From an optimization exercise on the open Yosys and OpenROAD flow, aimed at small area, a short achievable clock period and few clock cycles; shortcuts taken in it are not production practice.
Function was checked by simulation only, so behaviour that the tests miss may differ from the original.
Power figures rest on the tool's default switching activity, not on a simulated workload.

the baseline:
==> flow/design.v (excerpt) <==
module seq_mult #(parameter n = 32)
				(input start, rst, clk,
				input [n-1:0] a, b,
				output valid,
				output [2*n-1:0] result);
Size in the first run: roughly 150 flip-flops, roughly 130 I/O pins, about 14000 µm² of cells after synthesis.
Settings: LEC_CHECK=0, ABC_AREA=1, CAP_MARGIN=20, CORE_MARGIN=2, CORE_UTILIZATION=40, SETUP_SLACK_MARGIN=1.0, SLEW_MARGIN=20, SYNTH_HIERARCHICAL=1; clock period 5.0 ns.
standard.sh (not shown) runs the stock make flow with config.mk's settings and CLKGATE_MAP_FILE= SYNTH_SCRIPT=/design/flow/synth_recipe.tcl, a recipe that flattens the netlist after the stock synthesis.
==> flow/flow/run.sh <==
#!/bin/bash
# The standard layout, with the port buffers made of buf_1 cells
# instead of the default clkdlybuf4s50_1. The make output goes to make.log.
set -euo pipefail
bash standard.sh "BUFFER_PORTS_ARGS=-buffer_cell sky130_fd_sc_hd__buf_1" finish > make.log 2>&1
Testbench counts of the baseline, summed over its fixed seeds: cycles 8,000.
What the candidate does differently from the baseline at the input level:
diff --git a/flow/config.mk b/flow/config.mk
--- a/flow/config.mk
+++ b/flow/config.mk
@@ -12 +12 @@
-export SETUP_SLACK_MARGIN = 1.0
+export SETUP_SLACK_MARGIN = 1.3
Notes after the runs:
- Layout-stage area growth over the synthesis result sits higher in the candidate than in the baseline.
- Sequential power essentially unchanged between the baseline and the candidate.
- The candidate vs the baseline: post-route core utilization up in the candidate
- [compare] base=the baseline new=the candidate: net count reported at finish flat; met1 routing resource usage after global routing neither gained nor lost much; largest stage delay on the critical path went up; cell depth of the worst setup path fell by 1; net switching component of the power went up by 0.016 mW.
- Reported for the baseline and the candidate, xor/xnor share of the synthesized area turned out identical to the last digit.

---

Another version of the RTL of seq_mult (not shown whole).
Size in the first run: roughly 2000 cells after synthesis.
==> flow/config.mk <==
export PLATFORM = sky130hd
export DESIGN_NAME = seq_mult
export DESIGN_NICKNAME = seq_mult
export VERILOG_FILES = /design/flow/design.v
export SDC_FILE = /design/flow/constraint.sdc
export NUM_CORES = 4
export LEC_CHECK = 0
export ABC_AREA = 1
export CAP_MARGIN = 20
export CORE_MARGIN = 2
export CORE_UTILIZATION = 40
export CTS_CLUSTER_DIAMETER = 150
export CTS_CLUSTER_SIZE = 40
export SETUP_SLACK_MARGIN = 1.3
export SLEW_MARGIN = 20
export SYNTH_HIERARCHICAL = 1
==> flow/constraint.sdc <==
create_clock -name core_clock -period 5.0 [get_ports {clk}]
set_input_delay 1.0000 -clock core_clock [delete_from_list [all_inputs] [get_ports {clk}]]
set_output_delay 1.0000 -clock core_clock [all_outputs]
set_load 0.01 [all_outputs]
Scripts as last shown in full above: flow/flow/run.sh
The starting point produced a clean layout.
Testbench counts at the start, summed over its fixed seeds: cycles 8,000.
Rerun with:
--- a/flow/config.mk
+++ b/flow/config.mk
@@ -8 +7,0 @@
-export ABC_AREA = 1
@@ -12,2 +10,0 @@
-export CTS_CLUSTER_DIAMETER = 150
-export CTS_CLUSTER_SIZE = 40
Global-route usage goes down by 3.0 points.
Routed wire length goes down by about a fifth.
Non-clock buffer count goes up by 56.
Die area goes down by a few percent.
Sequential power goes up by a few percent.
Setup slack got worse by 580 ps.
Rerun with:
--- a/flow/config.mk
+++ b/flow/config.mk
@@ -7,0 +8 @@
+export ABC_AREA = 1
@@ -10 +11 @@
-export CORE_UTILIZATION = 40
+export CORE_UTILIZATION = 55
Hold slack gets worse by 4.7 ps.
Cell count rises by a quarter to a third.
Design area came out lower by a few percent.
Setup slack improved by 560 ps.
Combinational power came out lower by about a fifth.
Non-clock buffer count drops by 40.
Clock power came out lower by a few percent.
Rerun with:
--- a/flow/config.mk
+++ b/flow/config.mk
@@ -11,2 +11,2 @@
-export CORE_UTILIZATION = 55
-export SETUP_SLACK_MARGIN = 1.3
+export CORE_UTILIZATION = 40
+export SETUP_SLACK_MARGIN = 1.45
Outcome: The changed run ran to the end with no violations. Clock skew goes up by 4.9 ps. Global-route usage goes down by 8.6 points. Area after synthesis stays the same. Design area goes up by a few percent.
Rerun with:
--- a/flow/config.mk
+++ b/flow/config.mk
@@ -12 +12,2 @@
-export SETUP_SLACK_MARGIN = 1.45
+export PLACE_DENSITY = 0.75
+export SETUP_SLACK_MARGIN = 1.3
Effect: Die area is unchanged. Clock-buffer cell count went up by 2. Utilization came out lower by 0.92 points. First-iteration DRC count rises by a quarter to a third. Worst setup slack gets worse by 140 ps. Synthesized area stays the same. Clock power goes down by a few percent. Sequential power barely changes.

==> re-timing with driven ports <==
The flow's constraints put no driver on any port. The routed layouts listed below were extracted and timed again, unchanged, in two steps.
Step 1 sets driving cells, clkbuf_16 on the clock port and buf_2 on the other inputs (assumed; they add their load-dependent delay and slew).
Step 2 also shifts input and output timing later by t, the mid clock arrival at the registers, as if the neighbouring blocks saw the same clock.
Slacks: ideal ports / drivers / drivers and shift; pairs: ideal ports / drivers.
| run | shift t [ns] | setup WS [ns] | clock arrival spread, ns | worst data-port slew with drivers (ns) | pins driven straight from the clock port |
|---|---|---|---|---|---|
| the baseline | 0.482 | 1.245 / 1.212 / 0.818 | 0.016 / 0.016 | 0.05 | 1 |
| the candidate | 0.481 | 1.413 / 1.417 / 0.951 | 0.016 / 0.016 | 0.06 | 1 |
| the first run of note 2 | 0.494 | 1.426 / 1.401 / 0.973 | 0.013 / 0.014 | 0.04 | 1 |
| the second run of note 2 | 0.481 | 0.850 / 0.799 / 0.960 | 0.022 / 0.022 | 0.05 | 1 |
| the third run of note 2 | 0.481 | 1.407 / 1.395 / 1.025 | 0.012 / 0.012 | 0.04 | 1 |
| the fourth run of note 2 | 0.490 | 1.512 / 1.486 / 1.068 | 0.024 / 0.023 | 0.05 | 1 |
| the fifth run of note 2 | 0.490 | 1.377 / 1.377 / 0.975 | 0.012 / 0.013 | 0.05 | 1 |
After both steps every run listed still meets setup and hold. The setup slack of the candidate, which loses most, moves by +0.004 ns with the drivers and by -0.462 ns with both steps.
